Background: an optimization exercise with open tools, aiming at small area, a short achievable clock period and few clock cycles per item. Do not read the settings as production practice. RTL that was checked went through simulation tests only; none was proved equivalent to the original. Function not checked in runs 4 to 6: the RTL went through the layout flow alone. Power and IR drop assume default switching activity.

===== design.v =====
module SME(clk,reset,chardata,isstring,ispattern,valid,match,match_index);
input clk;
input reset;
input [7:0] chardata;
input isstring;
input ispattern;
output reg match;
output reg [4:0] match_index;
output reg valid;
reg [6:0] s [0:31];    
reg [5:0] len;         
reg       ps;          
reg       pp;          
reg       pc;          
reg [31:0] d;          
reg [2:0] blm1;        
wire [6:0] c = chardata[6:0];
wire is_dot    = (c == 7'h2E);
wire is_caret  = (c == 7'h5E);
wire is_dollar = (c == 7'h24);
integer k;
reg [31:0] eq, sp, lenis, mask, startok, endok, prev, dnext;
always @(*) begin
	for (k = 0; k < 32; k = k + 1) begin
		eq[k] = (s[k] == c);
		sp[k] = !(s[k][6] | (|s[k][4:0]));
		lenis[k] = (len[4:0] == k);
		mask[k] = (len > k);
	end
	startok[0] = 1'b1;
	for (k = 1; k < 32; k = k + 1) startok[k] = sp[k-1];
	for (k = 0; k < 31; k = k + 1) endok[k] = sp[k+1] | lenis[k+1];
	endok[31] = 1'b1;
	prev = (pp ? {d[30:0], pc} : 32'hFFFFFFFF) & mask;
	dnext = (prev & (eq | {32{is_dot}})) | ({32{is_dollar}} & d & endok) |
	        ({32{is_caret && !pp}} & sp);
end
function [2:0] pe8;
	input [7:0] x;
	begin
		if (x[0])      pe8 = 3'd0;
		else if (x[1]) pe8 = 3'd1;
		else if (x[2]) pe8 = 3'd2;
		else if (x[3]) pe8 = 3'd3;
		else if (x[4]) pe8 = 3'd4;
		else if (x[5]) pe8 = 3'd5;
		else if (x[6]) pe8 = 3'd6;
		else           pe8 = 3'd7;
	end
endfunction
reg [3:0] anyg, selg;
reg [4:0] idxg [0:3];
reg [4:0] idx;
reg [3:0] dif;
always @(*) begin
	for (k = 0; k < 4; k = k + 1) begin
		anyg[k] = |d[8*k +: 8];
		dif = {1'b0, pe8(d[8*k +: 8])} - {1'b0, blm1};
		idxg[k] = {k[1:0] - {1'b0, dif[3]}, dif[2:0]};
	end
	selg[0] = anyg[0];
	selg[1] = !anyg[0] && anyg[1];
	selg[2] = !anyg[0] && !anyg[1] && anyg[2];
	selg[3] = !anyg[0] && !anyg[1] && !anyg[2];
	idx = ({5{selg[0]}} & idxg[0]) | ({5{selg[1]}} & idxg[1]) |
	      ({5{selg[2]}} & idxg[2]) | ({5{selg[3]}} & idxg[3]);
end
always @(posedge clk) begin
	if (isstring)
		for (k = 0; k < 32; k = k + 1)
			if ((ps ? lenis[k] : (k == 0)))
				s[k] <= c;
	d <= dnext;
	if (!is_dollar)
		blm1 <= (!pp || pc) ? 3'd0 : blm1 + 3'd1;
	match <= pp && !ispattern && (|anyg);    
	match_index <= idx;
end
always @(posedge clk or posedge reset) begin
	if (reset) begin
		len <= 6'd0;
		ps <= 1'b0;
		pp <= 1'b0;
		pc <= 1'b0;
		valid <= 1'b0;
	end else begin
		ps <= isstring;
		pp <= ispattern;
		if (isstring)
			len <= (ps ? len : 6'd0) + 6'd1;
		pc <= ispattern && !pp && is_caret;
		valid <= pp && !ispattern;
	end
end
endmodule

===== standard.sh =====
#!/bin/bash
# synth_recipe.tcl (not shown) runs the flow's synth.tcl, then flattens the netlist and writes it again
# the make line also repeats each setting of config.mk as NAME=value (left out here)
make -C /OpenROAD-flow-scripts/flow DESIGN_CONFIG=/design/flow/config.mk WORK_HOME=/design/flow/orfs CLKGATE_MAP_FILE= SYNTH_SCRIPT=/design/flow/synth_recipe.tcl "${@:-finish}"

===== flow/run.sh =====
#!/bin/bash
set -euo pipefail
cp config.mk my_config.mk
cat >> my_config.mk <<'EOC'
export CTS_ARGS = -sink_clustering_enable -repair_clock_nets -dont_use_dummy_load -sink_clustering_size 22 -sink_clustering_max_diameter 45 -buf_list {sky130_fd_sc_hd__clkbuf_8}
EOC
sed "s#DESIGN_CONFIG=[^ ]*#DESIGN_CONFIG=$PWD/my_config.mk#" standard.sh > my_standard.sh
bash my_standard.sh > standard.log 2>&1

===== constraint.sdc =====
create_clock -name core_clock -period 5.0 [get_ports {clk}]
set_input_delay 1.0000 -clock core_clock [delete_from_list [all_inputs] [get_ports {clk}]]
set_output_delay 1.0000 -clock core_clock [all_outputs]
set_load 0.01 [all_outputs]

===== config.mk =====
export PLATFORM = sky130hd
export DESIGN_NAME = SME
export DESIGN_NICKNAME = SME
export VERILOG_FILES = /design/flow/design.v
export SDC_FILE = /design/flow/constraint.sdc
export NUM_CORES = 4
export LEC_CHECK = 0
export CAP_MARGIN = 10
export CORE_MARGIN = 2
export CORE_UTILIZATION = 40
export CTS_BUF_LIST = sky130_fd_sc_hd__clkbuf_8
export SETUP_SLACK_MARGIN = 3.0
export SLEW_MARGIN = 10

==> results by group, run 1 <==
Pwr
  – Comb pwr share: 11.0%
  – Portion of total power attributed to the clock network: 29.4%
  – Switching Power: 1.07 mW
  – Peak supply drop: 0.199 mV
  – Register share of total power: 59.6%
  – Standby leakage power: 4.85 nW
  – Power Internal: 3.23 mW
  – Switching share of total power: about a quarter
  – Power per unit of standard cell area: 278 nW/um^2

GRT
  – Vias in the first global route: approximately 9000
  – Pin count of the biggest net entering global routing: between 40 and 50
  – First-pass GRT wire length: ~51 mm
  – Number of antenna violations at the first check in global routing: 0
  – Global routing usage summed across all routing layers: 18.6%
  – Overflow left after global routing: 0

Cells and area
  – Area growth syn-to-layout: 15.4%
  – Storage cell area: 7860 sq um
  – Total Nets Final: roughly 1100
  – Multi-input gate area: 5720 sq um
  – Antenna cells: 0
  – Share of layout cells above drive strength 1: 17.9%
  – Total of fill cells in the finished design: 2966

STA
  – Normalized max-slew margin: 40.2%
  – Slew at the pin closest to its max-slew limit: 0.897 ns
  – Final setup violation count: 0
  – Max Clock Skew: 0.0676 ns
  – Share of the clock period used by the worst path after layout: 43.1%
  – Summed negative setup slack over all endpoints: 0 ns
  – Worst hold margin: ~0.55 ns
  – Final hold violation count: 0
  – Highest attainable clock frequency: 464 MHz
  – Total count of max-transition violations in the final report: 0
  – RSZ-0062 raised after global routing: yes
  – Final min period: ~2.2 ns

Worst setup path
  – Worst path max stage delay: 0.35 ns
  – Slowest cell on the critical path: sky130_fd_sc_hd__dfxtp_4
  – Crit path required time: 5.45 ns
  – WS Path Type: reg2reg
  – Critical path, cell by cell: nand2b_1, a21oi_2, nor2_1, o21bai_2, ha_2, inv_1, fa_2, xor2_1, a31oi_1, o221ai_1
  – Largest driver fanout on the critical path: 3
  – Startpoint type of the worst setup path: register
  – Category of the worst setup path capture point: register
  – Crit path arrival time: around 2.6 ns

Synth
  – Area share of and/or/nand/nor cells after synthesis: 11.3%
  – Number of synthesized flops with an enable pin: 227
  – Synthesized-area fraction occupied by xor and xnor cells: between 10% and 20%
  – Cell type with the highest aggregate area in the netlist: sky130_fd_sc_hd__edfxtp_1
  – Number of instances in the synthesized netlist: around 1100
  – Mapped Nets: 1105
  – Dominant register cell in the synthesized netlist: sky130_fd_sc_hd__edfxtp_1
  – Arithmetic-cell share of the synthesized area counting full adders, half adders and majority gates: 1.90%
  – Number of warnings printed during yosys synthesis: 3
  – Flop and latch count out of synthesis: around 280
  – Top cells by instance count after synthesis: 227 x sky130_fd_sc_hd__edfxtp_1, 129 x sky130_fd_sc_hd__xor2_1, 101 x sky130_fd_sc_hd__xnor2_1
  – Post-synthesis compound-gate area fraction: 10.5%
  – Number of library cell types mapped by synthesis: 62
  – Sequential cell area fraction in the yosys report: 58.3%
  – Top area cells in the synthesized netlist: sky130_fd_sc_hd__edfxtp_1 51%, sky130_fd_sc_hd__xor2_1 8.4%, sky130_fd_sc_hd__xnor2_1 6.6%, sky130_fd_sc_hd__dfxtp_1 5.7%, sky130_fd_sc_hd__nor4_1 2.2%
  – Dominant combinational cell family by area after synthesis: XOR/XNOR gates
  – Fraction of registers with async set/reset: 3.64%
  – Netlist Area Pre-Place: 13400 sq um
  – Area fraction of the dominant cell type after synthesis: 50.8%
  – Most frequent cell after synthesis: sky130_fd_sc_hd__edfxtp_1
  – Average instance area after synthesis: about 12 sq um
  – Fraction of synthesized area in multiplexers: 0.0839%

CTS
  – TritonCTS clock tree: yes
  – Clock insertion delay at the later pin of the skew report: 0.60 ns
  – Root Driver: sky130_fd_sc_hd__clkbuf_8
  – Max Buffers Root-to-Sink: 3
  – Clock Sinks: 275
  – Max H-tree Level: 1
  – Clock-pin slew reported for the worst setup and hold paths after clock tree synthesis: 0.09 ns
  – Cts hold-fix bufs: 0
  – CTS Buf Count: 31

Drt
  – Antenna-violating nets left: 0
  – Via count: 8952
  – Per-cell routed wire length: 22.6 microns
  – Drt via density: roughly 5.8
  – Final wirelength: 35.1 mm
  – Drt initial violations: 663
  – First-pass iteration count of the detailed router: 7
  – DRC violations left: 0

Floorplan
  – Standard-cell row count: 67
  – Area of the die: about 35000 sq um
  – Y dimension of the die: 187 microns
  – Effective utilization at floorplan: 40.3%
  – Top Ports: 19
  – Core area: 33300 sq um
  – Die outline width: 187 microns

Run status
  – Result of the run: no timing/DRC/antenna violations

Place
  – Count of input and output buffers: 17
  – Sum of net half-perimeters after detailed placement: 21.1 mm
  – Placer Congestion: 0.823

Hold path
  – Hold Path Class: reg2reg

Job
  – Total of max-cap violations: 0
## flip-flops by register name, summed over array words and instances, names as in the netlist
name,count
ps,1
match_index,5
pc,1
match,1
len,6
s,224
blm1,3
pp,1
d,32
valid,1
## stage by stage
step | instance area (sq um) | instances | power, mW | worst slack, ns | utilization [%]
floorplan | 13800 | 1075 | 2.88 | 2.72 | -
global placement | 14300 | 1494 | 3.01 | 1.73 | 42.9
detailed placement | 14300 | 1494 | 3.02 | 1.75 | 42.9
CTS | 15000 | 1535 | 4.30 | 2.89 | 45.0
global route | 15500 | 1556 | 4.46 | 2.77 | 46.5
finish | 15500 | 1556 | 4.30 | 2.84 | 46.5
## cell families after synthesis
group / after synthesis
xor gates and xnor gates: 230
buffers and inverters: 84
DFF: 275
AOI/OAI and AO/OA: 191
muxes: 1
adders and majority gates: 18
and+or+nand+nor: 276
## area by class of cell
| type | instances | area share (%) |
|---|---|---|
| Timing Repair Buffer | 64 | 5.23 |
| Inverter | 21 | 0.598 |
| Tap cell | 448 | 3.62 |
| Sequential cell | 275 | 50.8 |
| Timing Repair inverter | 1 | 0.0485 |
| Multi-Input combinational cell | 716 | 37.0 |
| Clock buffer | 31 | 2.76 |
## worst paths after layout
path                                     from                endpoint  slack [ns]  cells past startpoint
worst max-delay path            d[13]$_DFF_P_  match_index[2]$_DFF_P_        2.84                     10
max in group asynchronous               reset      len[3]$_DFFE_PP0P_        3.91                      2
min in group asynchronous               reset      len[1]$_DFFE_PP0P_        0.73                      2
worst min register to register  d[31]$_DFF_P_           d[31]$_DFF_P_        0.55                      2
worst min-delay path            d[31]$_DFF_P_           d[31]$_DFF_P_        0.55                      2
worst max register to register  d[13]$_DFF_P_  match_index[2]$_DFF_P_        2.84                     10
## critical path: cells and delay by family, from the launching register on
kind | cells | cell delay [ns]
compound gates | 4 | 0.69
fa+ha+maj | 2 | 0.54
flops | 1 | 0.35
simple gates | 2 | 0.21
xor+xnor | 1 | 0.15
buf+inv | 1 | 0.05
## power groups by stage
stage / logic [mW] / clock network (mW) / registers, mW
2_1_floorplan: 0.308 / 0 / 2.58
6_report: 0.472 / 1.27 / 2.56
5_1_grt: 0.509 / 1.38 / 2.57
4_1_cts: 0.433 / 1.30 / 2.56
3_5_place_dp: 0.407 / 0 / 2.61
3_3_place_gp: 0.404 / 0 / 2.61
## routing by layer
layer	share of wire, %	track usage (%)
met1	44	25.7
met2	47	30.6
met3	6.8	2.70
met4	2.6	5.10
met5	0	0
## repair_timing
item,in CTS,in global routing
endpoints found under the setup margin,273,148
gates cloned,0,6
setup buffers,10,15
gates resized for setup,102,55
pin swaps,13,20
hold endpoints to repair,0,0
## cell usage in the layout (no fill, tap or decap), types with 6 or more instances in the layout
cell	synthesis	layout
sky130_fd_sc_hd__nand2_1	21	15
sky130_fd_sc_hd__and2_1	6	6
sky130_fd_sc_hd__o2bb2ai_1	8	8
sky130_fd_sc_hd__nand2b_1	14	11
sky130_fd_sc_hd__edfxtp_1	227	227
sky130_fd_sc_hd__nor3_1	46	29
sky130_fd_sc_hd__o21ai_0	26	19
sky130_fd_sc_hd__o221ai_1	7	7
sky130_fd_sc_hd__dfxtp_1	38	28
sky130_fd_sc_hd__nor2_4	0	18
sky130_fd_sc_hd__o32ai_1	7	7
sky130_fd_sc_hd__clkbuf_8	0	32
sky130_fd_sc_hd__nand3_1	18	16
sky130_fd_sc_hd__buf_4	1	26
sky130_fd_sc_hd__o21ai_1	6	13
sky130_fd_sc_hd__or4_1	21	21
sky130_fd_sc_hd__ha_1	14	11
sky130_fd_sc_hd__dfxtp_2	0	9
sky130_fd_sc_hd__inv_1	21	17
sky130_fd_sc_hd__nor2_1	68	47
sky130_fd_sc_hd__xor2_1	129	129
sky130_fd_sc_hd__nor4_1	48	44
sky130_fd_sc_hd__a32oi_1	14	14
sky130_fd_sc_hd__xnor2_1	101	101
sky130_fd_sc_hd__o22ai_1	16	16
sky130_fd_sc_hd__nor3_4	0	12
sky130_fd_sc_hd__buf_12	0	9
sky130_fd_sc_hd__o211ai_1	17	17
sky130_fd_sc_hd__buf_6	3	8
sky130_fd_sc_hd__a21oi_1	23	20
sky130_fd_sc_hd__a41oi_1	32	32
Testbench counts, summed over its fixed seeds: cycles 21,057, items 2,412.
==> inputs of run 2 (changes only) <==
==> flow/run.sh (replaced) <==
#!/bin/bash
set -euo pipefail
cp config.mk my_config.mk
cat >> my_config.mk <<'EOC'
export CTS_ARGS = -sink_clustering_enable -repair_clock_nets -dont_use_dummy_load -sink_clustering_size 16 -sink_clustering_max_diameter 50 -buf_list {sky130_fd_sc_hd__clkbuf_8}
EOC
sed "s#DESIGN_CONFIG=[^ ]*#DESIGN_CONFIG=$PWD/my_config.mk#" standard.sh > my_standard.sh
bash my_standard.sh > standard.log 2>&1
==> run 2 against run 1 <==
  * Still clean on timing, DRC and antenna
  * Final area decreased by 0.88%
  * Sequential share of layout area increased by 0.44 points
  * Global-route usage about the same
  * Synthesized cell count unchanged
  * Sequential power about the same
  * Clock skew decreased by 0.024 ns
  * Clock-buffer cell count decreased by 1
  * Clock power about the same
  * Register-to-register slack improved by 0.05 ns
  * Sequential cell count unchanged
  * Critical path type unchanged
==> results by group, run 2 <==
CTS
  – Clock insertion delay at the later pin of the skew report: 0.58 ns
  – TritonCTS clock tree: yes
  – Max H-tree Level: 1
  – Clock Sinks: between 200 and 300
  – Clock-pin slew reported for the worst setup and hold paths after clock tree synthesis: 0.09 ns
  – Max Buffers Root-to-Sink: 3
  – Root Driver: sky130_fd_sc_hd__clkbuf_8
  – CTS Buf Count: 30

Drt
  – Drt via density: 5.69
  – DRC violations left: 0
  – Per-cell routed wire length: 21.9 microns
  – Final wirelength: 34.0 mm
  – Via count: between 8000 and 9000
  – Antenna-violating nets left: 0
  – Drt initial violations: 674
  – First-pass iteration count of the detailed router: 5

Worst setup path
  – Critical path, cell by cell: nand2b_4, a21oi_4, nor2_1, o21bai_1, ha_2, inv_1, fa_1, xnor2_1, a21oi_1, a31oi_1, o221ai_1
  – Combined buffer and inverter count along the critical path: 1
  – Largest driver fanout on the critical path: 4
  – Category of the worst setup path capture point: register
  – Slowest cell on the critical path: sky130_fd_sc_hd__fa_1
  – Worst path max stage delay: 0.37 ns
  – Crit path required time: 5.45 ns
  – Crit-path leading delay family: compound AO/OA/AOI/OAI gates
  – Total number of cells along the worst setup path: 11
  – Reg2Reg Capture Point: match_index[2]$_DFF_P_
  – WS Path Type: reg2reg
  – Worst reg-to-reg path cell count: 11
  – Startpoint type of the worst setup path: register
  – Crit path arrival time: around 2.6 ns
  – Startpoint of the worst-slack reg-to-reg timing path: d[5]$_DFF_P_
  – R2R Setup Slk: just under 3 ns

Pwr
  – Switching share of total power: 24.8%
  – Peak supply drop: 0.208 mV
  – Switching Power: approximately 1.1 mW
  – Portion of total power attributed to the clock network: 29.1%
  – Standby leakage power: around 4.8 nW
  – PnR Total Power: ~4.3 mW
  – Comb pwr share: 10.9%
  – Power per unit of standard cell area: between 200 and 300 nW/um^2
  – Register share of total power: between 60% and 70%
  – Power Internal: 3.21 mW

Hold path
  – End point of the worst hold path: d[31]$_DFF_P_
  – Hold Path Class: reg2reg
  – Instance count along the most critical hold path: 2
  – Startpoint of the tightest hold check path: d[31]$_DFF_P_

GRT
  – Overflow left after global routing: 0
  – Met2 Use GR: 30.6%
  – First-pass GRT wire length: 51.3 mm
  – Met3 Track Usage GR: 2.46%
  – Vias in the first global route: approximately 8900
  – Fraction of met1 tracks used by global routing: around 26%
  – Pin count of the biggest net entering global routing: 44
  – Most congested layer reported by global routing: met2
  – Global routing usage summed across all routing layers: 18.6%
  – Number of antenna violations at the first check in global routing: 0

Floorplan
  – Standard-cell row count: 67
  – Core area: 33300 sq um
  – Top Ports: 19
  – Effective utilization at floorplan: 40.3%
  – Y dimension of the die: 187 microns
  – Die outline width: around 190 microns
  – Area of the die: around 35000 sq um

STA
  – Total count of max-transition violations in the final report: 0
  – Summed negative setup slack over all endpoints: 0 ns
  – Share of the clock period used by the worst path after layout: between 40% and 50%
  – Max Clock Skew: approximately 0.043 ns
  – Final min period: 2.10 ns
  – Highest attainable clock frequency: around 480 MHz
  – Slew at the pin closest to its max-slew limit: approximately 0.9 ns
  – Normalized max-slew margin: 40.2%
  – Final setup violation count: 0
  – Worst hold margin: between 0.5 and 0.6 ns
  – RSZ-0062 raised after global routing: yes
  – Final hold violation count: 0

Place
  – Sum of net half-perimeters after detailed placement: 21.1 mm
  – Placer Congestion: 0.823
  – Count of input and output buffers: 17

Synth
  – Flop and latch count out of synthesis: roughly 280
  – Mapped Nets: 1105
  – Dominant register cell in the synthesized netlist: sky130_fd_sc_hd__edfxtp_1
  – Number of library cell types mapped by synthesis: 62
  – Area fraction of the dominant cell type after synthesis: 50.8%
  – Top area cells in the synthesized netlist: sky130_fd_sc_hd__edfxtp_1 51%, sky130_fd_sc_hd__xor2_1 8.4%, sky130_fd_sc_hd__xnor2_1 6.6%, sky130_fd_sc_hd__dfxtp_1 5.7%, sky130_fd_sc_hd__nor4_1 2.2%
  – Number of synthesized flops with an enable pin: 227
  – Cell type with the highest aggregate area in the netlist: sky130_fd_sc_hd__edfxtp_1
  – Average instance area after synthesis: 12.5 sq um
  – Top cells by instance count after synthesis: 227 x sky130_fd_sc_hd__edfxtp_1, 129 x sky130_fd_sc_hd__xor2_1, 101 x sky130_fd_sc_hd__xnor2_1
  – Sequential cell area fraction in the yosys report: 58.3%
  – Fraction of registers with async set/reset: 3.64%
  – Number of warnings printed during yosys synthesis: 3
  – Netlist Area Pre-Place: 13400 sq um
  – Most frequent cell after synthesis: sky130_fd_sc_hd__edfxtp_1
  – Number of instances in the synthesized netlist: 1075

Run status
  – Result of the run: no timing/DRC/antenna violations

Cells and area
  – Area growth syn-to-layout: 14.4%
  – Largest Register: s
  – Largest registers in the final layout: s x224, d x32, len x6
  – Highest-count cells in the layout ignoring fill and taps: 227 x sky130_fd_sc_hd__edfxtp_1, 129 x sky130_fd_sc_hd__xor2_1, 101 x sky130_fd_sc_hd__xnor2_1
  – Share of layout cells above drive strength 1: around 17%
  – Total Nets Final: 1132
  – Most common library cell in the layout ignoring fill and taps: sky130_fd_sc_hd__edfxtp_1
  – Flip-flop count of the largest register after layout: approximately 220
  – Antenna cells: 0

Job
  – Total of max-cap violations: 0
[run 2: changes by cell type in the layout (fill, tap and decap cells not counted), moves of 2 or more]
cell / change
sky130_fd_sc_hd__clkbuf_8: -2
sky130_fd_sc_hd__clkinvlp_4: -2
sky130_fd_sc_hd__nor2_4: -3
sky130_fd_sc_hd__clkbuf_16: -3
sky130_fd_sc_hd__nand2b_1: -2
sky130_fd_sc_hd__nor2_2: +4
sky130_fd_sc_hd__buf_4: -6
[run 2: area by class of cell]
class / count / area, sq um
inverters: 21 / 88.8
flip-flops and latches: 275 / 7860
fillers: 2973 / 17900
repair buffers: 58 / 729
multi-input cells: 716 / 5690
well taps: 448 / 561
clock buffers: 30 / 413
[run 2: how the worst max path moves through the flow]
stage,slack (ns),from,end
finish,2.90,d[5]$_DFF_P_,match_index[2]$_DFF_P_
global placement,1.73,isstring,s[11][6]$_DFFE_PP_
global route,2.82,d[5]$_DFF_P_,match_index[2]$_DFF_P_
CTS,2.90,valid$_DFF_PP0_,valid
detailed placement,1.75,isstring,s[11][3]$_DFFE_PP_
floorplan,2.72,chardata[6],blm1[0]$_SDFFCE_PP0P_
[run 2: metal layers]
layer,routed length (microns),share of wire (%),vias up
met4,848,2.5,0
li1,-,-,4106
met1,15300,45,4395
met5,0,0,-
met2,15900,47,248
met3,1910,5.6,61
[run 2: cells by family (layout without fill, tap and decap cells)]
kind of cell | Yosys count | after routing | synth area share, %
mux | 1 | 1 | 0.0839
fa+ha+maj | 18 | 18 | 1.90
xor+xnor | 230 | 230 | 15.0
compound gates | 191 | 191 | 10.5
buf+inv | 84 | 109 | 2.87
simple gates | 276 | 276 | 11.3
flops | 275 | 275 | 58.3
[run 2: through the flow]
step	setup slack (ns)	cell area [sq um]	utilization (%)	instances
final	2.90	15300	46.1	1548
after global routing	2.82	15300	46.1	1548
after CTS	2.90	15000	45.0	1532
after detailed placement	1.75	14300	42.9	1494
after global placement	1.73	14300	42.9	1494
after floorplan	2.72	13800	-	1075
[run 2: what timing repair did]
| action | 4_1_cts | 5_1_grt |
|---|---|---|
| hold buffers | 0 | 0 |
| buffers inserted | 8 | 13 |
| gates resized for setup | 105 | 46 |
| pin swaps | 13 | 16 |
| gates cloned | 0 | 3 |
| setup endpoints to repair | 273 | 93 |
[run 2: power groups by stage]
stage	combinational (mW)	clock [mW]	sequential [mW]
floorplan	0.308	0	2.58
detailed placement	0.407	0	2.61
global placement	0.404	0	2.61
global route	0.503	1.37	2.57
finish	0.464	1.24	2.56
CTS	0.432	1.28	2.56
[run 2: worst reg2reg max path, cell delays in order (launching register included)]
cell and delay (ns):
sky130_fd_sc_hd__dfxtp_2 0.33, sky130_fd_sc_hd__nand2b_4 0.15, sky130_fd_sc_hd__a21oi_4 0.13, sky130_fd_sc_hd__nor2_1 0.08, sky130_fd_sc_hd__o21bai_1 0.13, sky130_fd_sc_hd__ha_2 0.18
sky130_fd_sc_hd__inv_1 0.05, sky130_fd_sc_hd__fa_1 0.37, sky130_fd_sc_hd__xnor2_1 0.14, sky130_fd_sc_hd__a21oi_1 0.06, sky130_fd_sc_hd__a31oi_1 0.23, sky130_fd_sc_hd__o221ai_1 0.16
==> inputs of run 3 (changes only) <==
--- a/config.mk
+++ b/config.mk
@@ -13 +13,2 @@
 export SLEW_MARGIN = 10
+export TNS_END_PERCENT = 10
==> run 3 against run 2 <==
  * Clock skew down 0.0058 ns
  * Via count grew 1.1%
  * Maximum frequency down 4.0%
  * Area after synthesis unchanged
  * Largest power group unchanged
==> results by group, run 3 <==
Floorplan
  – Area of the die: ~35000 sq um
  – Die outline width: ~190 microns
  – Standard-cell row count: 67
  – Core area: 33300 sq um
  – Effective utilization at floorplan: 40.3%
  – Top Ports: 19
  – Y dimension of the die: 187 microns

Synth
  – Most frequent cell after synthesis: sky130_fd_sc_hd__edfxtp_1
  – Flop and latch count out of synthesis: roughly 280
  – Top area cells in the synthesized netlist: sky130_fd_sc_hd__edfxtp_1 51%, sky130_fd_sc_hd__xor2_1 8.4%, sky130_fd_sc_hd__xnor2_1 6.6%, sky130_fd_sc_hd__dfxtp_1 5.7%, sky130_fd_sc_hd__nor4_1 2.2%
  – Cell type with the highest aggregate area in the netlist: sky130_fd_sc_hd__edfxtp_1
  – Dominant register cell in the synthesized netlist: sky130_fd_sc_hd__edfxtp_1
  – Mapped Nets: 1105
  – Number of library cell types mapped by synthesis: 62
  – Netlist Area Pre-Place: 13400 sq um
  – Fraction of registers with async set/reset: 3.64%
  – Number of instances in the synthesized netlist: 1075
  – Average instance area after synthesis: 12.5 sq um
  – Top cells by instance count after synthesis: 227 x sky130_fd_sc_hd__edfxtp_1, 129 x sky130_fd_sc_hd__xor2_1, 101 x sky130_fd_sc_hd__xnor2_1
  – Number of synthesized flops with an enable pin: 227
  – Sequential cell area fraction in the yosys report: 58.3%
  – Number of warnings printed during yosys synthesis: 3
  – Area fraction of the dominant cell type after synthesis: between 50% and 60%

Pwr
  – Register share of total power: between 50% and 60%
  – Comb pwr share: 11.5%
  – Peak supply drop: between 0.15 and 0.2 mV
  – PnR Total Power: 4.28 mW
  – Portion of total power attributed to the clock network: 29.3%
  – Switching Power: 1.05 mW
  – Switching share of total power: between 20% and 30%
  – Power per unit of standard cell area: 283 nW/um^2
  – Standby leakage power: approximately 4.7 nW
  – Power Internal: around 3.2 mW

Worst setup path
  – Crit path required time: 5.48 ns
  – Crit-path leading delay family: simple AND/OR/NAND/NOR gates
  – Critical path, cell by cell: buf_8, nor4bb_1, nand2b_2, or4_1, o221ai_2
  – Startpoint type of the worst setup path: input port
  – Largest driver fanout on the critical path: 29
  – Category of the worst setup path capture point: register
  – Slowest cell on the critical path: sky130_fd_sc_hd__or4_1
  – WS Path Type: in2reg
  – Worst path max stage delay: slightly below 0.6 ns
  – Combined buffer and inverter count along the critical path: 1
  – Crit path arrival time: around 2.7 ns

CTS
  – Clock-pin slew reported for the worst setup and hold paths after clock tree synthesis: 0.05 ns
  – TritonCTS clock tree: yes
  – Clock Sinks: 275
  – Root Driver: sky130_fd_sc_hd__clkbuf_8
  – Max Buffers Root-to-Sink: 3
  – CTS Buf Count: 31
  – Clock insertion delay at the later pin of the skew report: 0.59 ns
  – Cts hold-fix bufs: 0
  – Max H-tree Level: 1

STA
  – Slew at the pin closest to its max-slew limit: 0.903 ns
  – Final setup violation count: 0
  – Highest attainable clock frequency: 456 MHz
  – Final hold violation count: 0
  – Summed negative setup slack over all endpoints: 0 ns
  – Share of the clock period used by the worst path after layout: 43.8%
  – Final min period: 2.19 ns
  – RSZ-0062 raised after global routing: yes
  – Normalized max-slew margin: 39.6%
  – Total count of max-transition violations in the final report: 0
  – Max Clock Skew: 0.0374 ns

Cells and area
  – Multi-input gate area: 5520 sq um
  – Antenna cells: 0
  – Most common library cell in the layout ignoring fill and taps: sky130_fd_sc_hd__edfxtp_1
  – Highest-count cells in the layout ignoring fill and taps: 227 x sky130_fd_sc_hd__edfxtp_1, 129 x sky130_fd_sc_hd__xor2_1, 101 x sky130_fd_sc_hd__xnor2_1
  – Largest Register: s
  – Total of fill cells in the finished design: 2995
  – Storage cell area: 7840 sq um
  – Share of layout cells above drive strength 1: between 10% and 20%
  – Area growth syn-to-layout: 12.7%
  – Total Nets Final: 1128
  – Flip-flop count of the largest register after layout: 224
  – Largest registers in the final layout: s x224, d x32, len x6

GRT
  – Pin count of the biggest net entering global routing: 47
  – Number of antenna violations at the first check in global routing: 0
  – Overflow left after global routing: 0
  – Global routing usage summed across all routing layers: 18.7%
  – First-pass GRT wire length: 51.0 mm
  – Vias in the first global route: 8693

Drt
  – Drt via density: 5.77
  – Per-cell routed wire length: about 22 microns
  – Antenna-violating nets left: 0
  – First-pass iteration count of the detailed router: 5
  – DRC violations left: 0
  – Via count: 8907
  – Drt initial violations: 812
  – Final wirelength: 34.7 mm

Place
  – Placer Congestion: 0.843
  – Count of input and output buffers: 17
  – Sum of net half-perimeters after detailed placement: 21.3 mm

Hold path
  – Hold Path Class: reg2reg

Run status
  – Result of the run: no timing/DRC/antenna violations

Job
  – Total of max-cap violations: 0
==> run 3: cell types whose count changed in the layout (fill, tap and decap cells not counted), sizes merged <==
cell / before / now
inv: 19 / 20
clkdlybuf4s15: 0 / 2
clkinvlp: 2 / 1
dlygate4sd2: 0 / 6
clkbuf: 34 / 35
buf: 52 / 39
==> run 3: cell families (layout without fill, tap and decap cells) <==
| group | after synthesis | count (layout) | synth area share (%) |
|---|---|---|---|
| DFF | 275 | 275 | 58.3 |
| adders and majority gates | 18 | 18 | 1.90 |
| muxes | 1 | 1 | 0.0839 |
| buffers and inverters | 84 | 105 | 2.87 |
| xor gates and xnor gates | 230 | 230 | 15.0 |
| AOI/OAI and AO/OA | 191 | 191 | 10.5 |
| and+or+nand+nor | 276 | 276 | 11.3 |
==> run 3: per-stage QoR <==
| stage | setup WS [ns] | hold slack, ns | util (%) | instances | area, sq um |
|---|---|---|---|---|---|
| after global routing | 2.67 | 0.571 | 45.4 | 1544 | 15100 |
| after floorplan | 2.72 | 0.464 | - | 1075 | 13600 |
| final | 2.81 | 0.522 | 45.4 | 1544 | 15100 |
| after CTS | 2.81 | 0.521 | 44.5 | 1528 | 14800 |
| after detailed placement | 1.56 | 0.508 | 42.3 | 1493 | 14100 |
| after global placement | 1.52 | 0.483 | 42.3 | 1493 | 14100 |
==> run 3: repair_timing <==
| action | 4_1_cts | 5_1_grt |
|---|---|---|
| pin swaps | 6 | 5 |
| buffers inserted | 4 | 12 |
| endpoints found under the setup margin | 274 | 227 |
| gates resized for setup | 79 | 31 |
| gates cloned | 0 | 4 |
==> run 3: worst paths after layout <==
kind,startpoint,end,slack (ns),depth (start not counted)
min in group asynchronous,reset,valid$_DFF_PP0_,0.74,2
worst max register to register,len[4]$_DFFE_PP0P_,s[6][2]$_DFFE_PP_,2.83,4
max in group asynchronous,reset,len[3]$_DFFE_PP0P_,3.88,2
worst min-delay path,d[31]$_DFF_P_,d[31]$_DFF_P_,0.52,2
worst min register to register,d[31]$_DFF_P_,d[31]$_DFF_P_,0.52,2
worst max-delay path,chardata[6],d[27]$_DFF_P_,2.81,5
==> run 3: power by group through the flow <==
stage	logic (mW)	registers, mW	clock network [mW]
floorplan	0.291	2.58	0
global placement	0.415	2.59	0
detailed placement	0.419	2.59	0
CTS	0.444	2.54	1.28
global route	0.532	2.54	1.37
finish	0.495	2.53	1.26
==> run 3: cell type report <==
cell class              instances  area share (%)
clock buffers                  31            2.82
inverters                      21           0.563
multi-input cells             716            36.5
flip-flops and latches        275            51.8
well taps                     448            3.71
repair buffers                 53            4.59
==> run 3: routing by layer <==
layer	part of all wire, %	GRT usage [%]	vias to the layer above
met5	0	0	-
li1	-	-	4102
met4	2.3	5.34	0
met3	5.2	2.59	54
met2	47	30.1	285
met1	46	26.4	4466
==> run 3: worst reg2reg max path: cells and delay by family (launching register included) <==
| family | cells | cell delay, ns |
|---|---|---|
| flip-flops | 1 | 0.52 |
| buffers and inverters | 1 | 0.26 |
| AND/OR/NAND/NOR | 3 | 1.10 |
==> inputs of run 4 (changes only) <==
--- a/design.v
+++ b/design.v
@@ -78,8 +78,11 @@
 end
+always @(posedge clk) begin
+	if (isstring)
+		len <= (ps ? len : 6'd0) + 6'd1;
+	pc <= ispattern && !pp && is_caret;
+end
 always @(posedge clk or posedge reset) begin
 	if (reset) begin
-		len <= 6'd0;
 		ps <= 1'b0;
 		pp <= 1'b0;
-		pc <= 1'b0;
 		valid <= 1'b0;
@@ -88,5 +91,2 @@
 		pp <= ispattern;
-		if (isstring)
-			len <= (ps ? len : 6'd0) + 6'd1;
-		pc <= ispattern && !pp && is_caret;
 		valid <= pp && !ispattern;
--- a/config.mk
+++ b/config.mk
@@ -13,2 +13 @@
 export SLEW_MARGIN = 10
-export TNS_END_PERCENT = 10
==> run 4 against run 3 <==
  * Still clean on timing, DRC and antenna
  * Die area about the same
  * Final area up 3.0%
  * First-iteration DRC count down 15%
  * Critical path type is now reg2reg
  * Critical endpoint is now match_index[2]$_DFF_P_
==> results by group, run 4 <==
STA
  – Normalized max-slew margin: between 50% and 60%
  – Total count of max-transition violations in the final report: 0
  – Worst hold margin: 0.533 ns
  – Final hold violation count: 0
  – RSZ-0062 raised after global routing: yes
  – Final min period: 2.10 ns
  – Slew at the pin closest to its max-slew limit: ~0.72 ns
  – Highest attainable clock frequency: ~480 MHz
  – Summed negative setup slack over all endpoints: 0 ns
  – Final setup violation count: 0
  – Share of the clock period used by the worst path after layout: 41.9%
  – Max Clock Skew: 0.0526 ns

Synth
  – Number of library cell types mapped by synthesis: 63
  – Number of synthesized flops with an enable pin: roughly 230
  – Top cells by instance count after synthesis: 233 x sky130_fd_sc_hd__edfxtp_1, 130 x sky130_fd_sc_hd__xor2_1, 103 x sky130_fd_sc_hd__xnor2_1
  – Number of instances in the synthesized netlist: approximately 1100
  – Area fraction of the dominant cell type after synthesis: 52.2%
  – Flop and latch count out of synthesis: 275
  – Fraction of registers with async set/reset: 1.09%
  – Mapped Nets: ~1100
  – Dominant register cell in the synthesized netlist: sky130_fd_sc_hd__edfxtp_1
  – Number of warnings printed during yosys synthesis: 3
  – Post-synthesis compound-gate area fraction: 10.2%
  – Top area cells in the synthesized netlist: sky130_fd_sc_hd__edfxtp_1 52%, sky130_fd_sc_hd__xor2_1 8.5%, sky130_fd_sc_hd__xnor2_1 6.7%, sky130_fd_sc_hd__dfxtp_1 5.8%, sky130_fd_sc_hd__nor4_1 2.1%
  – Synthesized-area fraction occupied by xor and xnor cells: 15.2%
  – Arithmetic-cell share of the synthesized area counting full adders, half adders and majority gates: 1.90%
  – Cell type with the highest aggregate area in the netlist: sky130_fd_sc_hd__edfxtp_1
  – Sequential cell area fraction in the yosys report: between 50% and 60%
  – Average instance area after synthesis: approximately 13 sq um
  – Area share of and/or/nand/nor cells after synthesis: between 10% and 20%
  – Netlist Area Pre-Place: between 10000 and 15000 sq um
  – Fraction of synthesized area in multiplexers: 0%
  – Most frequent cell after synthesis: sky130_fd_sc_hd__edfxtp_1
  – Dominant combinational cell family by area after synthesis: XOR/XNOR gates

Pwr
  – Peak supply drop: between 0.15 and 0.2 mV
  – Standby leakage power: 4.89 nW
  – PnR Total Power: 4.24 mW
  – Power per unit of standard cell area: 272 nW/um^2

Floorplan
  – Area of the die: 35000 sq um
  – Top Ports: 19
  – Standard-cell row count: 67
  – Y dimension of the die: roughly 190 microns
  – Die outline width: 187 microns
  – Core area: around 33000 sq um
  – Effective utilization at floorplan: between 40% and 50%

Cells and area
  – Highest-count cells in the layout ignoring fill and taps: 233 x sky130_fd_sc_hd__edfxtp_1, 130 x sky130_fd_sc_hd__xor2_1, 103 x sky130_fd_sc_hd__xnor2_1
  – Share of layout cells above drive strength 1: between 15 and 20%
  – Final design area excluding fillers: 15600 sq um
  – Largest registers in the final layout: s x224, d x32, len x6
  – Flip-flop count of the largest register after layout: 224
  – Share of the core filled with cells in the final layout: 46.8%
  – Area growth syn-to-layout: 16.1%
  – Antenna cells: 0
  – Most common library cell in the layout ignoring fill and taps: sky130_fd_sc_hd__edfxtp_1
  – Largest Register: s
  – Total Nets Final: 1135

Place
  – Count of input and output buffers: 17
  – Placement-stage cell area: 14100 sq um
  – Placer Congestion: 0.900
  – Sum of net half-perimeters after detailed placement: 21.1 mm

CTS
  – Max Buffers Root-to-Sink: 3
  – Clock Sinks: 275
  – TritonCTS clock tree: yes
  – CTS Buf Count: 29
  – Clock insertion delay at the later pin of the skew report: 0.60 ns
  – Max H-tree Level: 1
  – Root Driver: sky130_fd_sc_hd__clkbuf_8
  – Clock-pin slew reported for the worst setup and hold paths after clock tree synthesis: 0.09 ns

Drt
  – Via count: between 9000 and 10000
  – Per-cell routed wire length: 24.3 microns
  – First-pass iteration count of the detailed router: 5
  – Final wirelength: 37.7 mm
  – Drt via density: around 5.8
  – Drt initial violations: around 690
  – DRC violations left: 0
  – Antenna-violating nets left: 0

Hold path
  – Instance count along the most critical hold path: 2
  – Hold Path Class: reg2reg

GRT
  – Global routing usage summed across all routing layers: 20.4%
  – Number of antenna violations at the first check in global routing: 0
  – Overflow left after global routing: 0
  – Vias in the first global route: 9036
  – Pin count of the biggest net entering global routing: 47
  – First-pass GRT wire length: between 50 and 60 mm

Worst setup path
  – Crit path required time: around 5.4 ns
  – Largest driver fanout on the critical path: 3
  – WS Path Type: reg2reg
  – Worst reg-to-reg path cell count: 11
  – Startpoint type of the worst setup path: register
  – Crit path arrival time: approximately 2.5 ns
  – Category of the worst setup path capture point: register

Job
  – Total of max-cap violations: 0

Run status
  – Result of the run: no timing/DRC/antenna violations
run 4: cell count changes after synthesis, sizes merged, moves of 5 or more:
cell and delta:
a21oi -10, nor3 -6, o32ai +5, or4 +7, edfxtp +6, nand3 -11
dfrtp -7
run 4: kinds of logic (layout without fill, tap and decap cells):
logic type	Yosys count	after routing
XOR/XNOR	233	233
AO/OA/AOI/OAI	184	184
buffers and inverters	80	124
adder cells (fa/ha/maj)	18	18
AND/OR/NAND/NOR	268	269
flip-flops	275	275
run 4: path summary, 6_finish.rpt:
path / startpoint / end / slack, ns
setup / recovery: d[5]$_DFF_P_ / match_index[2]$_DFF_P_ / 2.90
setup reg to reg: d[5]$_DFF_P_ / match_index[2]$_DFF_P_ / 2.90
hold reg to reg: d[31]$_DFF_P_ / d[31]$_DFF_P_ / 0.53
min in group asynchronous: reset / valid$_DFF_PP0_ / 0.57
max in group asynchronous: reset / ps$_DFF_PP0_ / 4.26
hold / removal: d[31]$_DFF_P_ / d[31]$_DFF_P_ / 0.53
run 4: routing by layer:
layer | GRT usage, % | vias up | wire length [microns] | part of all wire (%)
met5 | 0 | - | 0 | 0
met4 | 5.92 | 0 | 1070 | 2.8
met3 | 3.11 | 70 | 2280 | 6.0
met2 | 33.6 | 294 | 17600 | 47
met1 | 27.9 | 4568 | 16700 | 44
li1 | - | 4095 | - | -
run 4: metrics by stage:
step | setup WS, ns | instances
after floorplan | 2.72 | 1058
after global placement | 1.34 | 1480
after detailed placement | 1.33 | 1480
after CTS | 2.86 | 1539
after global routing | 2.79 | 1551
final | 2.90 | 1551
run 4: critical path, cell delays in order (launching register included):
cell	delay [ns]
sky130_fd_sc_hd__dfxtp_4	0.36
sky130_fd_sc_hd__nand2b_4	0.13
sky130_fd_sc_hd__a21oi_2	0.10
sky130_fd_sc_hd__nor2_1	0.06
sky130_fd_sc_hd__o21bai_1	0.14
sky130_fd_sc_hd__ha_2	0.19
sky130_fd_sc_hd__inv_2	0.04
sky130_fd_sc_hd__fa_2	0.34
sky130_fd_sc_hd__xnor2_1	0.15
sky130_fd_sc_hd__a21oi_1	0.05
sky130_fd_sc_hd__a31oi_1	0.19
sky130_fd_sc_hd__o221ai_1	0.18
run 4: what timing repair did:
| action | in CTS | in global routing |
|---|---|---|
| pin swaps | 14 | 16 |
| setup buffers | 25 | 7 |
| cloned | 5 | 5 |
| endpoints found under the setup margin | 274 | 224 |
| hold buffers | 0 | 0 |
| resized for setup | 134 | 48 |
| endpoints found under the hold margin | 0 | 0 |
run 4: layout make-up:
cell class	count	area (sq um)
inverter	20	85.1
clock buffer	29	399
multi-input combinational	704	5610
sequential	275	7870
tap	448	561
timing repair buffer	75	1050
fill	2970	17700
run 4: power breakdown:
group / switching (mW) / total (mW) / internal, mW
Clock: 0.719 / 1.23 / 0.511
Sequential: 0.0219 / 2.53 / 2.51
Combinational: 0.291 / 0.479 / 0.187
==> inputs of run 5 (changes only) <==
--- a/design.v
+++ b/design.v
@@ -37,24 +37,25 @@
 end
-function [2:0] pe8;
-	input [7:0] x;
-	begin
-		if (x[0])      pe8 = 3'd0;
-		else if (x[1]) pe8 = 3'd1;
-		else if (x[2]) pe8 = 3'd2;
-		else if (x[3]) pe8 = 3'd3;
-		else if (x[4]) pe8 = 3'd4;
-		else if (x[5]) pe8 = 3'd5;
-		else if (x[6]) pe8 = 3'd6;
-		else           pe8 = 3'd7;
+reg [2:0] tb [0:7];
+reg [7:0] bb;
+reg [3:0] anyg, selg;
+reg [7:0] oh;
+reg [2:0] lo [0:3];
+reg [3:0] br;
+reg [4:0] idx;
+integer j;
+always @(*) begin
+	for (j = 0; j < 8; j = j + 1) begin
+		tb[j] = j - blm1;
+		bb[j] = (j < blm1);
 	end
-endfunction
-reg [3:0] anyg, selg;
-reg [4:0] idxg [0:3];
-reg [4:0] idx;
-reg [3:0] dif;
-always @(*) begin
 	for (k = 0; k < 4; k = k + 1) begin
 		anyg[k] = |d[8*k +: 8];
-		dif = {1'b0, pe8(d[8*k +: 8])} - {1'b0, blm1};
-		idxg[k] = {k[1:0] - {1'b0, dif[3]}, dif[2:0]};
+		for (j = 0; j < 8; j = j + 1)
+			oh[j] = d[8*k + j] && !(|(d[8*k +: 8] & ((8'd1 << j) - 8'd1)));
+		lo[k] = 3'd0;
+		br[k] = 1'b0;
+		for (j = 0; j < 8; j = j + 1) begin
+			lo[k] = lo[k] | ({3{oh[j]}} & tb[j]);
+			br[k] = br[k] | (oh[j] & bb[j]);
+		end
 	end
@@ -64,4 +65,8 @@
 	selg[3] = !anyg[0] && !anyg[1] && !anyg[2];
-	idx = ({5{selg[0]}} & idxg[0]) | ({5{selg[1]}} & idxg[1]) |
-	      ({5{selg[2]}} & idxg[2]) | ({5{selg[3]}} & idxg[3]);
+	idx[2:0] = ({3{selg[0]}} & lo[0]) | ({3{selg[1]}} & lo[1]) |
+	           ({3{selg[2]}} & lo[2]) | ({3{selg[3]}} & lo[3]);
+	idx[4:3] = ({2{selg[0]}} & (br[0] ? 2'd3 : 2'd0)) |
+	           ({2{selg[1]}} & (br[1] ? 2'd0 : 2'd1)) |
+	           ({2{selg[2]}} & (br[2] ? 2'd1 : 2'd2)) |
+	           ({2{selg[3]}} & (br[3] ? 2'd2 : 2'd3));
 end
@@ -78,11 +83,8 @@
 end
-always @(posedge clk) begin
-	if (isstring)
-		len <= (ps ? len : 6'd0) + 6'd1;
-	pc <= ispattern && !pp && is_caret;
-end
 always @(posedge clk or posedge reset) begin
 	if (reset) begin
+		len <= 6'd0;
 		ps <= 1'b0;
 		pp <= 1'b0;
+		pc <= 1'b0;
 		valid <= 1'b0;
@@ -91,2 +93,5 @@
 		pp <= ispattern;
+		if (isstring)
+			len <= (ps ? len : 6'd0) + 6'd1;
+		pc <= ispattern && !pp && is_caret;
 		valid <= pp && !ispattern;
==> run 5 against run 4 <==
  * Critical path depth down 10
  * Area after synthesis up 3.5%
  * Core utilization down 0.38 points
  * Maximum frequency up 0.36%
  * Sequential share of layout area down 1.3 points
  * Final cell count up 10%
  * Die area up 3.4%
  * Clock-buffer cell count down 1
  * Combinational power up 8.4%
  * Clock skew up 0.029 ns
  * Setup slack better by 0.0076 ns
  * Highest routed layer is now met5
==> results by group, run 5 <==
Run status
  – Result of the run: no timing/DRC/antenna violations

Cells and area
  – Final design area excluding fillers: 16000 sq um
  – Most common library cell in the layout ignoring fill and taps: sky130_fd_sc_hd__edfxtp_1
  – Largest Register: s
  – Area growth syn-to-layout: 14.9%
  – Largest registers in the final layout: s x224, d x32, len x6
  – Highest-count cells in the layout ignoring fill and taps: 227 x sky130_fd_sc_hd__edfxtp_1, 114 x sky130_fd_sc_hd__xor2_1, 111 x sky130_fd_sc_hd__xnor2_1
  – Total Nets Final: approximately 1300
  – Flip-flop count of the largest register after layout: around 220
  – Antenna cells: 0
  – Share of layout cells above drive strength 1: between 15 and 20%
  – Finished Layout Cells: approximately 1700

STA
  – Summed negative setup slack over all endpoints: 0 ns
  – Final hold violation count: 0
  – Final setup violation count: 0
  – Highest attainable clock frequency: 479 MHz
  – Normalized max-slew margin: about half
  – Slew at the pin closest to its max-slew limit: 0.766 ns
  – Total count of max-transition violations in the final report: 0
  – RSZ-0062 raised after global routing: yes
  – Final min period: 2.09 ns
  – Share of the clock period used by the worst path after layout: 41.8%
  – Max Clock Skew: 0.0816 ns

GRT
  – Overflow left after global routing: 0
  – Vias in the first global route: 9594
  – Global routing usage summed across all routing layers: 19.6%
  – First-pass GRT wire length: 55.7 mm
  – Number of antenna violations at the first check in global routing: 1
  – Pin count of the biggest net entering global routing: 48

Job
  – Total of max-cap violations: 0

Drt
  – Antenna-violating nets left: 0
  – Drt via density: 5.81
  – Final wirelength: 36.9 mm
  – Via count: 9920
  – Drt initial violations: 1198
  – DRC violations left: 0
  – Per-cell routed wire length: 21.6 microns
  – First-pass iteration count of the detailed router: 5

CTS
  – Clock insertion delay at the later pin of the skew report: approximately 0.60 ns
  – TritonCTS clock tree: yes
  – Root Driver: sky130_fd_sc_hd__clkbuf_8
  – Clock Sinks: 275
  – Max H-tree Level: 1
  – Max Buffers Root-to-Sink: 3
  – CTS Buf Count: 28
  – Clock-pin slew reported for the worst setup and hold paths after clock tree synthesis: approximately 0.090 ns

Worst setup path
  – WS Path Type: reg2out
  – Startpoint type of the worst setup path: register
  – Reg2Reg Capture Point: match_index[2]$_DFF_P_
  – Crit-path leading delay family: flip-flops
  – Crit path required time: 4.00 ns
  – Critical path, cell by cell: buf_2
  – Crit path arrival time: 1.09 ns
  – Worst path max stage delay: 0.36 ns
  – Combined buffer and inverter count along the critical path: 1
  – Largest driver fanout on the critical path: 1
  – Startpoint of the worst-slack reg-to-reg timing path: blm1[0]$_SDFFCE_PP0P_
  – Worst reg-to-reg path cell count: 9
  – R2R Setup Slk: 3.01 ns
  – Category of the worst setup path capture point: primary output
  – Slowest cell on the critical path: sky130_fd_sc_hd__dfrtp_1

Hold path
  – Hold Path Class: reg2reg
  – Instance count along the most critical hold path: 1
  – End point of the worst hold path: d[0]$_DFF_P_
  – Startpoint of the tightest hold check path: s[0][1]$_DFFE_PP_

Synth
  – Dominant register cell in the synthesized netlist: sky130_fd_sc_hd__edfxtp_1
  – Arithmetic-cell share of the synthesized area counting full adders, half adders and majority gates: 0.721%
  – Cell type with the highest aggregate area in the netlist: sky130_fd_sc_hd__edfxtp_1
  – Top cells by instance count after synthesis: 227 x sky130_fd_sc_hd__edfxtp_1, 115 x sky130_fd_sc_hd__xor2_1, 112 x sky130_fd_sc_hd__xnor2_1
  – Netlist Area Pre-Place: 13900 sq um
  – Number of synthesized flops with an enable pin: 227
  – Sequential cell area fraction in the yosys report: 56.4%
  – Flop and latch count out of synthesis: 275
  – Dominant combinational cell family by area after synthesis: XOR/XNOR gates
  – Fraction of registers with async set/reset: roughly 3.6%
  – Synthesized-area fraction occupied by xor and xnor cells: 14.3%
  – Mapped Nets: 1254
  – Average instance area after synthesis: ~11 sq um
  – Area fraction of the dominant cell type after synthesis: 49.1%
  – Post-synthesis compound-gate area fraction: 10.7%
  – Fraction of synthesized area in multiplexers: 0.306%
  – Most frequent cell after synthesis: sky130_fd_sc_hd__edfxtp_1
  – Number of instances in the synthesized netlist: approximately 1200
  – Area share of and/or/nand/nor cells after synthesis: 14.2%
  – Number of warnings printed during yosys synthesis: 4
  – Number of library cell types mapped by synthesis: 78
  – Top area cells in the synthesized netlist: sky130_fd_sc_hd__edfxtp_1 49%, sky130_fd_sc_hd__xor2_1 7.3%, sky130_fd_sc_hd__xnor2_1 7.1%, sky130_fd_sc_hd__dfxtp_1 5.5%, sky130_fd_sc_hd__nor2_1 2.9%

Floorplan
  – Top Ports: 19
  – Core area: 34400 sq um
  – Die outline width: 190 microns
  – Area of the die: 36200 sq um
  – Standard-cell row count: 68
  – Y dimension of the die: 190 microns
  – Effective utilization at floorplan: 40.4%

Place
  – Count of input and output buffers: 17
  – Sum of net half-perimeters after detailed placement: 23.2 mm
  – Placement-stage cell area: 14700 sq um
  – Number of cells after detailed placement: 1644
  – Placer Congestion: 0.905

Pwr
  – Peak supply drop: around 0.17 mV
  – Power per unit of standard cell area: 267 nW/um^2
  – Standby leakage power: 4.94 nW
-- run 5: metrics by stage --
step	util [%]	worst slack (ns)	hold WS (ns)	power, mW
2_1_floorplan	-	2.73	0.451	2.89
3_3_place_gp	42.6	1.67	0.475	3.03
3_5_place_dp	42.6	1.64	0.479	3.03
4_1_cts	45.1	2.87	0.511	4.26
5_1_grt	46.4	2.85	0.561	4.42
6_report	46.4	2.91	0.514	4.26
-- run 5: how the worst max path moves through the flow --
stage / depth (start not counted) / end / startpoint / slack (ns)
floorplan: 6 / blm1[0]$_SDFFCE_PP0P_ / chardata[0] / 2.73
global placement: 5 / s[6][5]$_DFFE_PP_ / isstring / 1.67
detailed placement: 5 / s[6][2]$_DFFE_PP_ / isstring / 1.64
CTS: 1 / valid / valid$_DFF_PP0_ / 2.87
global route: 1 / valid / valid$_DFF_PP0_ / 2.85
finish: 1 / valid / valid$_DFF_PP0_ / 2.91
-- run 5: cells by family (layout without fill, tap and decap cells) --
| kind of cell | Yosys count | count (layout) |
|---|---|---|
| flip-flops | 275 | 275 |
| multiplexers | 4 | 4 |
| adder cells (fa/ha/maj) | 8 | 8 |
| buffers and inverters | 106 | 124 |
| XOR/XNOR | 227 | 227 |
| AND/OR/NAND/NOR | 385 | 385 |
| AO/OA/AOI/OAI | 229 | 229 |
-- run 5: area by class of cell --
cell class | count | area, sq um
fillers | 3120 | 18400
flip-flops and latches | 275 | 7850
multi-input cells | 853 | 6130
repair buffers | 68 | 901
well taps | 455 | 569
clock buffers | 28 | 385
inverters | 28 | 126
-- run 5: where the power goes --
part	internal [mW]	total (mW)	switching, mW
Clock	0.493	1.19	0.695
Combinational	0.186	0.519	0.332
Sequential	2.51	2.55	0.0438
Total	3.19	4.26	1.07
-- run 5: per-layer routing --
layer | vias to the layer above | GRT usage (%) | share of wire [%]
met2 | 366 | 30.8 | 46
met3 | 60 | 3.44 | 7.0
met4 | 2 | 4.68 | 2.0
met5 | - | 0 | 0.043
li1 | 4576 | - | -
met1 | 4916 | 28.1 | 45
-- run 5: timing repair --
| item | CTS | global route |
|---|---|---|
| buffers inserted | 20 | 9 |
| cloned | 0 | 6 |
| hold buffers | 0 | 0 |
| pin swaps | 6 | 11 |
| gates resized for setup | 118 | 51 |
| endpoints found under the setup margin | 273 | 62 |
==> inputs of run 6 (changes only) <==
--- a/config.mk
+++ b/config.mk
@@ -11,3 +11,3 @@
 export CTS_BUF_LIST = sky130_fd_sc_hd__clkbuf_8
-export SETUP_SLACK_MARGIN = 3.0
+export SETUP_SLACK_MARGIN = 2.9
 export SLEW_MARGIN = 10
==> run 6 against run 5 <==
  * Clock power grew 3%
  * Sequential share of layout area grew 0.087 points
  * Via count shrank 0.31%
  * Critical path depth grew 7
  * Worst hold slack lost 0.018 ns
  * Sequential cell count is the same
  * Power grew 0.91%
  * Maximum frequency is essentially flat
  * Clock-buffer cell count grew 2
  * Critical endpoint is now blm1[1]$_SDFFCE_PP0P_
==> results by group, run 6 <==
GRT
  – Number of antenna violations at the first check in global routing: 0
  – Pin count of the biggest net entering global routing: 44
  – Global routing usage summed across all routing layers: around 20%
  – Vias in the first global route: about 9500
  – First-pass GRT wire length: 55.5 mm
  – Overflow left after global routing: 0

Worst setup path
  – Total number of cells along the worst setup path: 8
  – Worst path max stage delay: 0.30 ns
  – Crit-path leading delay family: buffers and inverters
  – Combined buffer and inverter count along the critical path: 5
  – Slowest cell on the critical path: sky130_fd_sc_hd__nor4b_4
  – Worst reg-to-reg path cell count: 7
  – Crit path required time: 5.34 ns
  – Largest driver fanout on the critical path: 24
  – Crit path arrival time: 2.43 ns
  – Startpoint type of the worst setup path: input port
  – Critical path, cell by cell: buf_12, nand2b_4, nor4b_4, buf_6, nor3b_4, buf_4, clkbuf_16, inv_4
  – Category of the worst setup path capture point: register
  – WS Path Type: in2reg

Hold path
  – Hold Path Class: reg2reg
  – Instance count along the most critical hold path: 2

Synth
  – Dominant combinational cell family by area after synthesis: XOR/XNOR gates
  – Top area cells in the synthesized netlist: sky130_fd_sc_hd__edfxtp_1 49%, sky130_fd_sc_hd__xor2_1 7.3%, sky130_fd_sc_hd__xnor2_1 7.1%, sky130_fd_sc_hd__dfxtp_1 5.5%, sky130_fd_sc_hd__nor2_1 2.9%
  – Sequential cell area fraction in the yosys report: 56.4%
  – Top cells by instance count after synthesis: 227 x sky130_fd_sc_hd__edfxtp_1, 115 x sky130_fd_sc_hd__xor2_1, 112 x sky130_fd_sc_hd__xnor2_1
  – Most frequent cell after synthesis: sky130_fd_sc_hd__edfxtp_1
  – Number of library cell types mapped by synthesis: between 70 and 80
  – Arithmetic-cell share of the synthesized area counting full adders, half adders and majority gates: less than 1%
  – Netlist Area Pre-Place: 13900 sq um
  – Fraction of registers with async set/reset: around 3.6%
  – Flop and latch count out of synthesis: around 280
  – Synthesized-area fraction occupied by xor and xnor cells: between 10% and 20%
  – Number of synthesized flops with an enable pin: 227
  – Area fraction of the dominant cell type after synthesis: 49.1%
  – Post-synthesis compound-gate area fraction: roughly a tenth
  – Number of warnings printed during yosys synthesis: 4
  – Number of instances in the synthesized netlist: 1234
  – Area share of and/or/nand/nor cells after synthesis: 14.2%
  – Average instance area after synthesis: 11.3 sq um
  – Cell type with the highest aggregate area in the netlist: sky130_fd_sc_hd__edfxtp_1
  – Dominant register cell in the synthesized netlist: sky130_fd_sc_hd__edfxtp_1
  – Fraction of synthesized area in multiplexers: 0.306%
  – Mapped Nets: 1254

Floorplan
  – Y dimension of the die: 190 microns
  – Standard-cell row count: 68
  – Effective utilization at floorplan: 40.4%
  – Die outline width: 190 microns
  – Core area: 34400 sq um
  – Top Ports: 19
  – Area of the die: 36200 sq um

STA
  – Normalized max-slew margin: 44.4%
  – Max Clock Skew: 0.0534 ns
  – Slew at the pin closest to its max-slew limit: around 0.83 ns
  – Final setup violation count: 0
  – Final hold violation count: 0
  – RSZ-0062 raised after global routing: yes
  – Final min period: 2.09 ns
  – Summed negative setup slack over all endpoints: 0 ns
  – Worst hold margin: 0.496 ns
  – Share of the clock period used by the worst path after layout: 41.8%
  – Total count of max-transition violations in the final report: 0
  – Highest attainable clock frequency: 479 MHz

Cells and area
  – Highest-count cells in the layout ignoring fill and taps: 227 x sky130_fd_sc_hd__edfxtp_1, 114 x sky130_fd_sc_hd__xor2_1, 111 x sky130_fd_sc_hd__xnor2_1
  – Antenna cells: 0
  – Final design area excluding fillers: roughly 16000 sq um
  – Flip-flop count of the largest register after layout: ~220
  – Finished Layout Cells: 1703
  – Most common library cell in the layout ignoring fill and taps: sky130_fd_sc_hd__edfxtp_1
  – Share of layout cells above drive strength 1: 14.5%
  – Largest Register: s
  – Total Nets Final: 1270
  – Largest registers in the final layout: s x224, d x32, len x6
  – Area growth syn-to-layout: 14.5%

Drt
  – Drt via density: 5.81
  – First-pass iteration count of the detailed router: 5
  – Drt initial violations: 1017
  – Final wirelength: 37.7 mm
  – DRC violations left: 0
  – Antenna-violating nets left: 0
  – Per-cell routed wire length: 22.1 microns
  – Via count: 9889

CTS
  – Root Driver: sky130_fd_sc_hd__clkbuf_8
  – Clock insertion delay at the later pin of the skew report: 0.61 ns
  – Clock Sinks: 275
  – Max Buffers Root-to-Sink: 3
  – TritonCTS clock tree: yes
  – Clock-pin slew reported for the worst setup and hold paths after clock tree synthesis: 0.07 ns
  – CTS Buf Count: 30
  – Max H-tree Level: 1

Place
  – Placer Congestion: 0.898
  – Sum of net half-perimeters after detailed placement: 22.9 mm
  – Count of input and output buffers: 17
  – Placement-stage cell area: about 15000 sq um
  – Number of cells after detailed placement: 1641

Pwr
  – Peak supply drop: 0.166 mV
  – Switching Power: 1.08 mW
  – Standby leakage power: 4.92 nW
  – Portion of total power attributed to the clock network: between 20% and 30%
  – Switching share of total power: 25.1%
  – Power per unit of standard cell area: 270 nW/um^2
  – Register share of total power: just under 60%
  – Power Internal: 3.22 mW
  – Comb pwr share: 12.0%

Run status
  – Result of the run: no timing/DRC/antenna violations

Job
  – Total of max-cap violations: 0
[run 6: cell count changes in the layout (fill, tap and decap cells not counted), moves of 5 or more]
cell                      previous run  this run
sky130_fd_sc_hd__nor4_1             53        58
sky130_fd_sc_hd__nor4_2              7         2
sky130_fd_sc_hd__dfxtp_1            28        37
sky130_fd_sc_hd__dfxtp_2            10         1
sky130_fd_sc_hd__buf_6              13         6
[run 6: worst paths after layout]
path	end	start	slack [ns]
worst max-delay path	blm1[1]$_SDFFCE_PP0P_	chardata[0]	2.91
worst min-delay path	d[31]$_DFF_P_	d[31]$_DFF_P_	0.50
worst max register to register	match_index[2]$_DFF_P_	blm1[2]$_SDFFCE_PP0P_	2.95
worst min register to register	d[31]$_DFF_P_	d[31]$_DFF_P_	0.50
max in group asynchronous	len[3]$_DFFE_PP0P_	reset	3.86
min in group asynchronous	len[0]$_DFFE_PP0P_	reset	0.74
[run 6: cell type report]
type                            count  area [sq um]
Fill cell                        3136         18500
Sequential cell                   275          7830
Multi-Input combinational cell    854          6080
Timing Repair Buffer               61           878
Tap cell                          455           569
Clock buffer                       30           413
Inverter                           28           119
[run 6: power by group through the flow]
stage	sequential, mW	combinational (mW)	clock, mW
2_1_floorplan	2.58	0.294	0
3_3_place_gp	2.60	0.407	0
3_5_place_dp	2.60	0.410	0
4_1_cts	2.55	0.483	1.27
5_1_grt	2.55	0.554	1.35
6_report	2.55	0.516	1.23
[run 6: cell families after synthesis]
logic type,after synthesis
XOR/XNOR,227
multiplexers,4
AO/OA/AOI/OAI,229
flip-flops,275
adder cells (fa/ha/maj),8
AND/OR/NAND/NOR,385
buffers and inverters,106
[run 6: through the flow]
stage               power (mW)  util [%]  setup slack (ns)
floorplan                 2.87         -              2.73
global placement          3.01      42.2              1.60
detailed placement        3.01      42.2              1.62
CTS                       4.30      45.1              2.88
global route              4.46      46.2              2.85
finish                    4.30      46.2              2.91
[run 6: what timing repair did]
action	CTS	global route
endpoints found under the setup margin	270	68
gates cloned	2	9
pin swaps	5	7
resized for setup	128	36
setup buffers	15	6
hold buffers	0	0
[run 6: metal layers]
metal	up-vias	wire length [microns]	global-route usage, %
li1	4569	-	-
met1	4851	16900	28.6
met2	400	17300	31.1
met3	69	2590	2.76
met4	0	907	5.19
met5	-	0	0
[run 6: worst register-to-register path, cell delays in order (launching register included)]
cell,delay [ns]
sky130_fd_sc_hd__edfxtp_1,0.36
sky130_fd_sc_hd__buf_4,0.20
sky130_fd_sc_hd__inv_2,0.14
sky130_fd_sc_hd__ha_1,0.38
sky130_fd_sc_hd__a2111oi_2,0.40
sky130_fd_sc_hd__a21oi_1,0.09
sky130_fd_sc_hd__o21bai_1,0.23
sky130_fd_sc_hd__o211ai_2,0.13

re-timing with driven ports:
How much do the figures lean on ideal ports? The routed layouts below were timed once more, with nothing changed but the port constraints. Step 1 assumes that a clkbuf_16 drives the clock port and a buf_2 every other input. Step 2 adds t to the input delays and takes it off the output delays; t is the mean of the earliest and latest rising clock arrival at the registers after step 1. Input paths then give back, and output paths get back, about the clock's delay inside the block. Slacks: ideal / step 1 / step 2; pairs: ideal / step 1.
run | t, ns | setup WS [ns] | worst register clock-pin slew, ns | cell pins on the clock port's net
run 1 | 0.621 | 2.843 / 2.809 / 2.187 | 0.10 / 0.10 | 1
run 2 | 0.617 | 2.896 / 2.879 / 2.261 | 0.09 / 0.09 | 1
run 3 | 0.622 | 2.809 / 2.786 / 2.164 | 0.09 / 0.09 | 1
run 4 | 0.621 | 2.903 / 2.860 / 2.238 | 0.10 / 0.10 | 1
run 5 | 0.604 | 2.911 / 2.866 / 2.340 | 0.09 / 0.09 | 1
run 6 | 0.623 | 2.912 / 2.892 / 2.268 | 0.10 / 0.10 | 1
After both steps setup and hold are still met in every run listed. The setup slack of run 4, which loses most, moves by -0.043 ns with the drivers and by -0.665 ns with both steps.
